From an optimization exercise on the open Yosys and OpenROAD flow, aimed at small area, a short achievable clock period and few clock cycles; shortcuts taken in it are not production practice. Where RTL was checked, it was by simulation tests only, not by an equivalence proof against the original. No activity file was given, so power comes from the tool's default toggle rates.

Setup of rev 12:
==> module Registers, before the edit <==
module Registers(
    input clk,
    input rst,
    input [4:0] ra1,
    input [4:0] ra2,
    input en1,
    input en2,
    input [4:0] wa,
    input [31:0] wd,
    input we,
    output reg [31:0] rd1,
    output reg [31:0] rd2
);
    reg [31:0] regs [0:31];
    reg [31:0] valid;
    integer k;
    genvar i;
    generate
        for (i = 0; i < 32; i = i + 1) begin : row
            always @(posedge clk)
                if (we && wa == i)
                    regs[i] <= wd;
        end
    endgenerate
    always @(posedge clk, posedge rst)
        if (rst)
            valid <= 32'd0;
        else if (we)
            valid[wa] <= 1'b1;
    wire [3:0] h1 = 4'd1 << ra1[4:3];
    wire [7:0] l1 = 8'd1 << ra1[2:0];
    wire [3:0] h2 = 4'd1 << ra2[4:3];
    wire [7:0] l2 = 8'd1 << ra2[2:0];
    reg [31:0] g1 [0:3];
    reg [31:0] g2 [0:3];
    integer j;
    always @(*) begin
        for (j = 0; j < 4; j = j + 1) begin
            g1[j] = 32'd0; g2[j] = 32'd0;
            for (k = 0; k < 8; k = k + 1) begin
                g1[j] = g1[j] | ({32{l1[k] & valid[8*j+k]}} & regs[8*j+k]);
                g2[j] = g2[j] | ({32{l2[k] & valid[8*j+k]}} & regs[8*j+k]);
            end
        end
        rd1 = 32'd0; rd2 = 32'd0;
        for (j = 0; j < 4; j = j + 1) begin
            rd1 = rd1 | ({32{h1[j] & en1}} & g1[j]);
            rd2 = rd2 | ({32{h2[j] & en2}} & g2[j]);
        end
    end
endmodule
==> flow/config.mk <==
export PLATFORM = sky130hd
export DESIGN_NAME = CPU
export DESIGN_NICKNAME = CPU
export VERILOG_FILES = /design/flow/design.v
export SDC_FILE = /design/flow/constraint.sdc
export NUM_CORES = 8
export LEC_CHECK = 0
export CAP_MARGIN = 20
export CORE_MARGIN = 2
export CORE_UTILIZATION = 50
export CTS_BUF_LIST = sky130_fd_sc_hd__clkbuf_8
export CTS_CLUSTER_DIAMETER = 60
export CTS_CLUSTER_SIZE = 16
export SLEW_MARGIN = 20
==> flow/constraint.sdc <==
create_clock -name core_clock -period 12.0 [get_ports {clk}]
set_input_delay 2.4000 -clock core_clock [delete_from_list [all_inputs] [get_ports {clk}]]
set_output_delay 2.4000 -clock core_clock [all_outputs]
set_load 0.01 [all_outputs]
standard.sh (not shown) runs the stock make flow with config.mk's settings and CLKGATE_MAP_FILE= SYNTH_SCRIPT=/design/flow/synth_recipe.tcl, a recipe that flattens the netlist after the stock synthesis.
==> flow/flow/run.sh <==
#!/bin/bash
# Standard ORFS layout, with the timing repair steps aiming for 8 ns of
# setup slack at the design's 12 ns clock (the design's constraints are
# unchanged; only how hard the repair works).
set -euo pipefail
bash standard.sh SETUP_SLACK_MARGIN=8 finish > standard_finish.log 2>&1
Testbench counts of rev 12, summed over its fixed seeds: cycles 23,353.
What rev 13 does differently from rev 12 at the input level:
==> flow/design.v, changed modules only <==
module Registers(
    input clk,
    input rst,
    input [4:0] ra1,
    input [4:0] ra2,
    input en1,
    input en2,
    input [4:0] wa,
    input [31:0] wd,
    input we,
    output reg [31:0] rd1,
    output reg [31:0] rd2
);
    reg [31:0] regs [0:31];
    reg [31:0] valid;
    integer k;
    genvar i;
    generate
        for (i = 0; i < 32; i = i + 1) begin : row
            always @(posedge clk)
                if (we && wa == i)
                    regs[i] <= wd;
        end
    endgenerate
    always @(posedge clk, posedge rst)
        if (rst)
            valid <= 32'd0;
        else if (we)
            valid[wa] <= 1'b1;
    wire [1:0] h1 = 2'd1 << ra1[4];
    wire [15:0] l1 = 16'd1 << ra1[3:0];
    wire [1:0] h2 = 2'd1 << ra2[4];
    wire [15:0] l2 = 16'd1 << ra2[3:0];
    reg [31:0] g1 [0:1];
    reg [31:0] g2 [0:1];
    integer j;
    always @(*) begin
        for (j = 0; j < 2; j = j + 1) begin
            g1[j] = 32'd0; g2[j] = 32'd0;
            for (k = 0; k < 16; k = k + 1) begin
                g1[j] = g1[j] | ({32{l1[k] & valid[16*j+k]}} & regs[16*j+k]);
                g2[j] = g2[j] | ({32{l2[k] & valid[16*j+k]}} & regs[16*j+k]);
            end
        end
        rd1 = ({32{h1[0] & en1}} & g1[0]) | ({32{h1[1] & en1}} & g1[1]);
        rd2 = ({32{h2[0] & en2}} & g2[0]) | ({32{h2[1] & en2}} & g2[1]);
    end
endmodule
Notes after the runs:
Re post-layout worst setup margin: rev 13 and rev 12 aren't equal, and the lower value belongs to rev 13.
Max final period utilization across rev 13 and rev 12: rev 13
For non-clock buffer count, dividing the value from rev 12 by the value from rev 13 gives 1.07.
Going from rev 12 to rev 13, maximum frequency from static timing analysis now smaller, final critical delay including setup and external delays now larger, final instance count without filler cells now smaller, portion of the layout cell area used by clock cells comparable.
The core occupancy in the finished layout on rev 12 is in line with that on rev 13.
Initial antenna violation count: rev 13 vs rev 12 down 9
Delta (rev 13 minus rev 12): layout clock buffer count went down; clock latency on the worst-skew pair went down; wire length went down.
Side by side, met1 wire length turned out lower in rev 13 than in rev 12.
Comparing rev 13 and rev 12, data required time at the worst endpoint is higher on rev 12.
Function not checked in rev 13: the RTL went through the layout flow alone.

S:
CPU, a different RTL version from the one above (not shown whole).
For scale: about 4600 cells after synthesis, roughly 1300 flip-flops, about 75 I/O pins.
clock: 12.0 ns
lec_check: 0
cap_margin: 20
core_margin: 2
core_utilization: 50
cts_buf_list: sky130_fd_sc_hd__clkbuf_8
slew_margin: 20
Scripts as last shown in full above: flow/flow/run.sh
Testbench counts of S, summed over its fixed seeds: cycles 23,353.
[inputs] T vs S
diff --git a/flow/design.v b/flow/design.v
--- a/flow/design.v
+++ b/flow/design.v
@@ -97,17 +97,14 @@
     reg        e_wr;      
     reg        e_lw, e_sw, e_br, e_bne;
     reg  [4:0] e_rd, e_rs, e_rt;
     reg        e_urs, e_urt;
     reg        e_sub, e_selL, e_and, e_or, e_xor, e_nor, e_slt;
     reg        e_fa, e_fb;    
     reg  [5:0] e_tgt;     
-    reg  [5:0] e_btgt;    
-    reg  [5:0] e_pc;
-    reg        e_back;    
     reg        e_mis;     
     reg        e_ceq;     
     reg  [9:0] e_imm;     
     reg [31:0] e_a, e_b;
     reg        w_v;
     reg  [4:0] w_rd;
     reg [31:0] r_q;
@@ -154,15 +151,14 @@
                            (e_wr  & (e_rd == lrd_d_q)));
     wire hold = lwb_q | (e_v & lhaz);
     wire ex = e_v & ~hold;
     wire redirect = ex & (e_mis | (e_br & (eq == e_ceq)));
     wire [5:0] fa = addr_q[5:0];
     wire near = ~data_q & (e_tgt == fa);
     wire refetch = redirect & ~near;
-    wire taken_back = ex & e_br & e_back & (eq ^ e_bne);
     wire memop = ex & (e_lw | e_sw);
     wire hit = btb_v & ~data_q & (fa == btb_pc);
     wire [5:0] seq = data_q ? nf_q : (hit ? btb_tgt : fa + 6'd1);
     wire d_redir = rv_q & d_back & ~hold & ~redirect;
     wire [5:0] resume = refetch ? e_tgt :
                         (rv_q & hold) ? rpc_q :
                         d_redir ? d_btgt : seq;
@@ -200,32 +196,32 @@
             dload_q <= ex & e_lw;
             we_q    <= ex & e_sw;
             lwb_q   <= dload_q;
             rv_q    <= ~data_q & ~refetch & ~d_redir;
             w_v     <= lwb_q | (ex & e_wr);
             if (!hold)
                 e_v <= rv_q & ~redirect;
-            if (taken_back)
+            if (d_redir)
                 btb_v <= 1'b1;
         end
     end
     always @(posedge clk) begin
         nf_q    <= resume;
         rpc_q   <= fa;
         rpred_q <= hit;
         lrd_d_q <= e_rd;
         lrd_w_q <= lrd_d_q;
         wdata_q <= b;
         r_q     <= lwb_q ? mem_rdata : res;
         w_rd    <= lwb_q ? lrd_w_q : e_rd;
         e_a     <= a_next;
         e_b     <= b_next;
-        if (taken_back) begin
-            btb_pc  <= e_pc;
-            btb_tgt <= e_btgt;
+        if (d_redir) begin
+            btb_pc  <= rpc_q;
+            btb_tgt <= d_btgt;
         end
         if (hold) begin
             e_fa <= 1'b0;
             e_fb <= 1'b0;
         end else begin
             e_fa   <= e_v & e_wr & (e_rd == rs);
             e_fb   <= e_v & e_wr & (e_rd == rt) & ~d_i;
@@ -244,15 +240,12 @@
             e_selL <= d_selL;
             e_and  <= d_and;
             e_or   <= d_or;
             e_xor  <= d_xor;
             e_nor  <= d_nor;
             e_slt  <= d_slt;
             e_tgt  <= d_tgt;
-            e_btgt <= d_btgt;
-            e_pc   <= rpc_q;
-            e_back <= ins[15];
             e_mis  <= d_mis;
             e_ceq  <= d_ceq;
         end
     end
 endmodule
==> summary.txt <==
- Compared with S, T shows count of clock-net buffers in the final layout lower by 7.0%.
- Delta (T minus S): minimum hold slack went up by 0.018 ns, total power consumption of the routed design went down by 4.3%, setup slack went up by 0.092 ns.
- Power share of the combinational group: T vs S down 1.1 points
- Required time of the worst setup path, S and T, lower one = S.
- The post-synth design cell area reported for T is smaller than that of S by 740 um^2.
Testbench counts of T, summed over its fixed seeds: cycles 23,353.

[static timing again, ports no longer ideal]
The results above use ideal ports. As a check the final layouts listed here were re-extracted and re-timed, cells and wires unchanged.
Step 1 (the two cells are an assumption about what drives the block):
set clk [get_ports {clk}]
set_driving_cell -lib_cell sky130_fd_sc_hd__clkbuf_16 $clk
set_driving_cell -lib_cell sky130_fd_sc_hd__buf_2 [delete_from_list [all_inputs] $clk]
Step 2 also shifts input and output timing later by t, the mid clock arrival at the registers, as if the neighbouring blocks saw the same clock.
Three values: no drivers, after step 1, after step 2; two values: the first two.
run	shift t [ns]	slack for setup (ns)	pins driven straight from the clock port
rev 12	0.975	7.893 / 7.919 / 6.944	1
rev 13	0.918	7.747 / 7.791 / 6.873	1
S	1.040	7.637 / 7.660 / 6.620	1
T	1.038	7.729 / 7.773 / 6.735	1
After both steps every run listed still meets setup and hold. The setup slack of S, which loses most, moves by +0.023 ns with the drivers and by -1.017 ns with both steps.
